Source: an optimization exercise on an open RTL-to-GDS flow (aim: a short achievable clock period and few clock cycles). Production flows keep margins and buffers that such runs may drop. Function was checked by simulation only, so behaviour that the tests miss may differ from the original. No activity file was given, so power comes from the tool's default toggle rates.

==> flow/design.v (excerpt) <==
module SCPU(
	input wire clk,
	input wire rst,
	output wire inst_ren,
	output wire [31:0] inst_addr,
	input wire [31:0] inst_data,
	output wire mem_ren,
	output wire mem_wen,
	output wire [31:0] mem_addr,
	output wire [31:0] mem_dout,
	input wire [31:0] mem_din
	);
clock: 7.0 ns
lec_check: 0
cap_margin: 20
core_margin: 2
core_utilization: 50
setup_slack_margin: 4.3
slew_margin: 20
synth_hierarchical: 1
synth_minimum_keep_size: 0
standard.sh (not shown) runs the stock make flow with config.mk's settings and CLKGATE_MAP_FILE= SYNTH_SCRIPT=/design/flow/synth_recipe.tcl, a recipe that flattens the netlist after the stock synthesis.
==> flow/flow/run.sh <==
#!/bin/bash
# The standard layout (standard.sh: the standard flow's own ORFS flow, synthesis included),
# with one more cell on the platform's don't-use list: a222oi_1, which the
# library has only in size 1, so that neither synthesis nor timing repair
# leaves a weak 6-input and-or gate on a path it cannot upsize.
set -euo pipefail
DONT_USE="sky130_fd_sc_hd__probe_p_8 sky130_fd_sc_hd__probec_p_8 sky130_fd_sc_hd__lpflow_bleeder_1 sky130_fd_sc_hd__lpflow_clkbufkapwr_1 sky130_fd_sc_hd__lpflow_clkbufkapwr_16 sky130_fd_sc_hd__lpflow_clkbufkapwr_2 sky130_fd_sc_hd__lpflow_clkbufkapwr_4 sky130_fd_sc_hd__lpflow_clkbufkapwr_8 sky130_fd_sc_hd__lpflow_clkinvkapwr_1 sky130_fd_sc_hd__lpflow_clkinvkapwr_16 sky130_fd_sc_hd__lpflow_clkinvkapwr_2 sky130_fd_sc_hd__lpflow_clkinvkapwr_4 sky130_fd_sc_hd__lpflow_clkinvkapwr_8 sky130_fd_sc_hd__lpflow_decapkapwr_12 sky130_fd_sc_hd__lpflow_decapkapwr_3 sky130_fd_sc_hd__lpflow_decapkapwr_4 sky130_fd_sc_hd__lpflow_decapkapwr_6 sky130_fd_sc_hd__lpflow_decapkapwr_8 sky130_fd_sc_hd__lpflow_inputiso0n_1 sky130_fd_sc_hd__lpflow_inputiso0p_1 sky130_fd_sc_hd__lpflow_inputiso1n_1 sky130_fd_sc_hd__lpflow_inputiso1p_1 sky130_fd_sc_hd__lpflow_inputisolatch_1 sky130_fd_sc_hd__lpflow_isobufsrc_1 sky130_fd_sc_hd__lpflow_isobufsrc_16 sky130_fd_sc_hd__lpflow_isobufsrc_2 sky130_fd_sc_hd__lpflow_isobufsrc_4 sky130_fd_sc_hd__lpflow_isobufsrc_8 sky130_fd_sc_hd__lpflow_isobufsrckapwr_16 sky130_fd_sc_hd__lpflow_lsbuf_lh_hl_isowell_tap_1 sky130_fd_sc_hd__lpflow_lsbuf_lh_hl_isowell_tap_2 sky130_fd_sc_hd__lpflow_lsbuf_lh_hl_isowell_tap_4 sky130_fd_sc_hd__lpflow_lsbuf_lh_isowell_4 sky130_fd_sc_hd__lpflow_lsbuf_lh_isowell_tap_1 sky130_fd_sc_hd__lpflow_lsbuf_lh_isowell_tap_2 sky130_fd_sc_hd__lpflow_lsbuf_lh_isowell_tap_4 sky130_fd_sc_hd__a222oi_1"
bash standard.sh "DONT_USE_CELLS=$DONT_USE" finish > standard_make.log 2>&1
The starting point finished with timing, DRC and antenna clean.
Testbench counts at the start, summed over its fixed seeds: cycles 47,365.
Then changed:
--- a/flow/design.v
+++ b/flow/design.v
@@ -61,38 +61,44 @@
 	wire [9:0]  f_op;
 	scpu_dec u_dec(.ins(inst_data), .x_fwd(x_fwd), .x_ldw(x_ldw), .x_rd(x_rd),
 		.lu_stall(lu_stall), .link(f_link), .writes(f_writes), .dst(f_dst),
 		.lw(f_lw), .sw(f_sw), .br(f_br), .beq(f_beq), .bpred(f_bpred), .jreg(f_jreg),
 		.useimm(f_useimm), .op(f_op), .fa(fa), .fb(fb), .sdl(sdl),
 		.j(f_j), .jr(f_jr), .lui(f_lui));
 	wire f_go = ~mispredict & ~lu_stall;    
-	wire [15:0] blo;
-	wire        bco;
-	scpu_add16 u_badd(.a(pc_i[17:2]), .b(inst_data[15:0]), .s(blo), .co(bco));
+	wire [15:0] blo_o, blo_i, blo_a;
+	wire        bco_o, bco_i, bco_a;
+	scpu_add16 u_bao(.a(pc_i[17:2]), .b(inst_data[15:0]), .s(blo_o), .co(bco_o));
+	scpu_add16 u_bai(.a(pc_i[17:2]), .b(inst_data[15:0]), .s(blo_i), .co(bco_i));
+	scpu_add16 u_baa(.a(pc_i[17:2]), .b(inst_data[15:0]), .s(blo_a), .co(bco_a));
 	wire [31:0] pc4, jtarget, pnpc, immv, e_alt;
 	wire [13:0] bx1, bx0;
 	scpu_npc u_npc(.ins(inst_data), .pc(pc_i), .ras(ras), .jr(f_jr), .bpred(f_bpred), .lui(f_lui),
 		.pc4(pc4), .jtarget(jtarget), .pnpc(pnpc), .immv(immv), .x1(bx1), .x0(bx0),
 		.e_alt(e_alt));
 	wire t_alt = ~f_bpred;
-	wire [31:0] bt1 = {bx1, blo, pc_i[1:0]};
-	wire [31:0] bt0 = {bx0, blo, pc_i[1:0]};
+	wire [31:0] bt1_o = {bx1, blo_o, pc_i[1:0]};
+	wire [31:0] bt0_o = {bx0, blo_o, pc_i[1:0]};
+	wire [31:0] bt1_i = {bx1, blo_i, pc_i[1:0]};
+	wire [31:0] bt0_i = {bx0, blo_i, pc_i[1:0]};
+	wire [31:0] bt1_a = {bx1, blo_a, pc_i[1:0]};
+	wire [31:0] bt0_a = {bx0, blo_a, pc_i[1:0]};
 	wire [31:0] npc_o, npc_i, alt;
 	genvar q;
 	generate
 		for (q = 0; q < 4; q = q + 1) begin : pcs
 			scpu_pcslice u_so(.rst(rst), .eq(eq), .jeq(jeq), .br(x_br), .beq(x_beq), .xbpred(x_bpred),
-				.jreg(x_jreg), .lu_stall(lu_stall), .j(f_j), .jr(f_jr), .bpred(f_bpred), .c(bco),
+				.jreg(x_jreg), .lu_stall(lu_stall), .j(f_j), .jr(f_jr), .bpred(f_bpred), .c(bco_o),
 				.fix(fix_pc[8*q +: 8]), .hold(pc_i[8*q +: 8]), .jt(jtarget[8*q +: 8]), .ras(ras[8*q +: 8]),
-				.pc4(pc4[8*q +: 8]), .bt1(bt1[8*q +: 8]), .bt0(bt0[8*q +: 8]), .o(npc_o[8*q +: 8]));
+				.pc4(pc4[8*q +: 8]), .bt1(bt1_o[8*q +: 8]), .bt0(bt0_o[8*q +: 8]), .o(npc_o[8*q +: 8]));
 			scpu_pcslice u_si(.rst(rst), .eq(eq), .jeq(jeq), .br(x_br), .beq(x_beq), .xbpred(x_bpred),
-				.jreg(x_jreg), .lu_stall(lu_stall), .j(f_j), .jr(f_jr), .bpred(f_bpred), .c(bco),
+				.jreg(x_jreg), .lu_stall(lu_stall), .j(f_j), .jr(f_jr), .bpred(f_bpred), .c(bco_i),
 				.fix(fix_pc[8*q +: 8]), .hold(pc_o[8*q +: 8]), .jt(jtarget[8*q +: 8]), .ras(ras[8*q +: 8]),
-				.pc4(pc4[8*q +: 8]), .bt1(bt1[8*q +: 8]), .bt0(bt0[8*q +: 8]), .o(npc_i[8*q +: 8]));
-			scpu_pclate u_la(.e(e_alt[8*q +: 8]), .t(t_alt), .c(bco), .bt1(bt1[8*q +: 8]), .bt0(bt0[8*q +: 8]),
+				.pc4(pc4[8*q +: 8]), .bt1(bt1_i[8*q +: 8]), .bt0(bt0_i[8*q +: 8]), .o(npc_i[8*q +: 8]));
+			scpu_pclate u_la(.e(e_alt[8*q +: 8]), .t(t_alt), .c(bco_a), .bt1(bt1_a[8*q +: 8]), .bt0(bt0_a[8*q +: 8]),
 				.o(alt[8*q +: 8]));
 		end
 	endgenerate
 	wire [32*31-1:0] rf_flat;
 	genvar g;
 	generate
 		for (g = 1; g < 32; g = g + 1) begin : rf_out
Cell area shrinks by 0.59%.
Via count increases by 1.0%.
Sequential power stays flat.
Synthesized cell count goes up by 2.8%.
Sequential share of layout area went up by 0.20 points.
Utilization goes down by 1.5 points.
Maximum frequency decreases by 4.8%.
Total power stays flat.
Combinational power climbs by about 2%.
Testbench counts after the change, summed over its fixed seeds: cycles 47,365.

[afterwards: timing with drivers on the ports]
Ports are ideal in the flow. The routed layouts listed here were re-timed in OpenROAD.
Step 1: set_driving_cell puts a clkbuf_16 on clk and a buf_2 on each other input, an assumption about the parent block.
Step 2 also shifts input and output timing later by t, the mid clock arrival at the registers, as if the neighbouring blocks saw the same clock.
a / b / c = ideal / step 1 / step 2; a / b = the first two.
| run | t (ns) | slack for setup (ns) | clock arrival spread, ns | slew at the worst register clock pin (ns) |
|---|---|---|---|---|
| the first run | 0.944 | 3.978 / 3.389 / 2.446 | 0.055 / 0.055 | 0.07 / 0.07 |
| the second run | 0.899 | 3.827 / 3.348 / 2.449 | 0.062 / 0.062 | 0.07 / 0.07 |
After both steps every run listed still meets setup and hold. The setup slack of the first run, which loses most, moves by -0.589 ns with the drivers and by -1.532 ns with both steps.
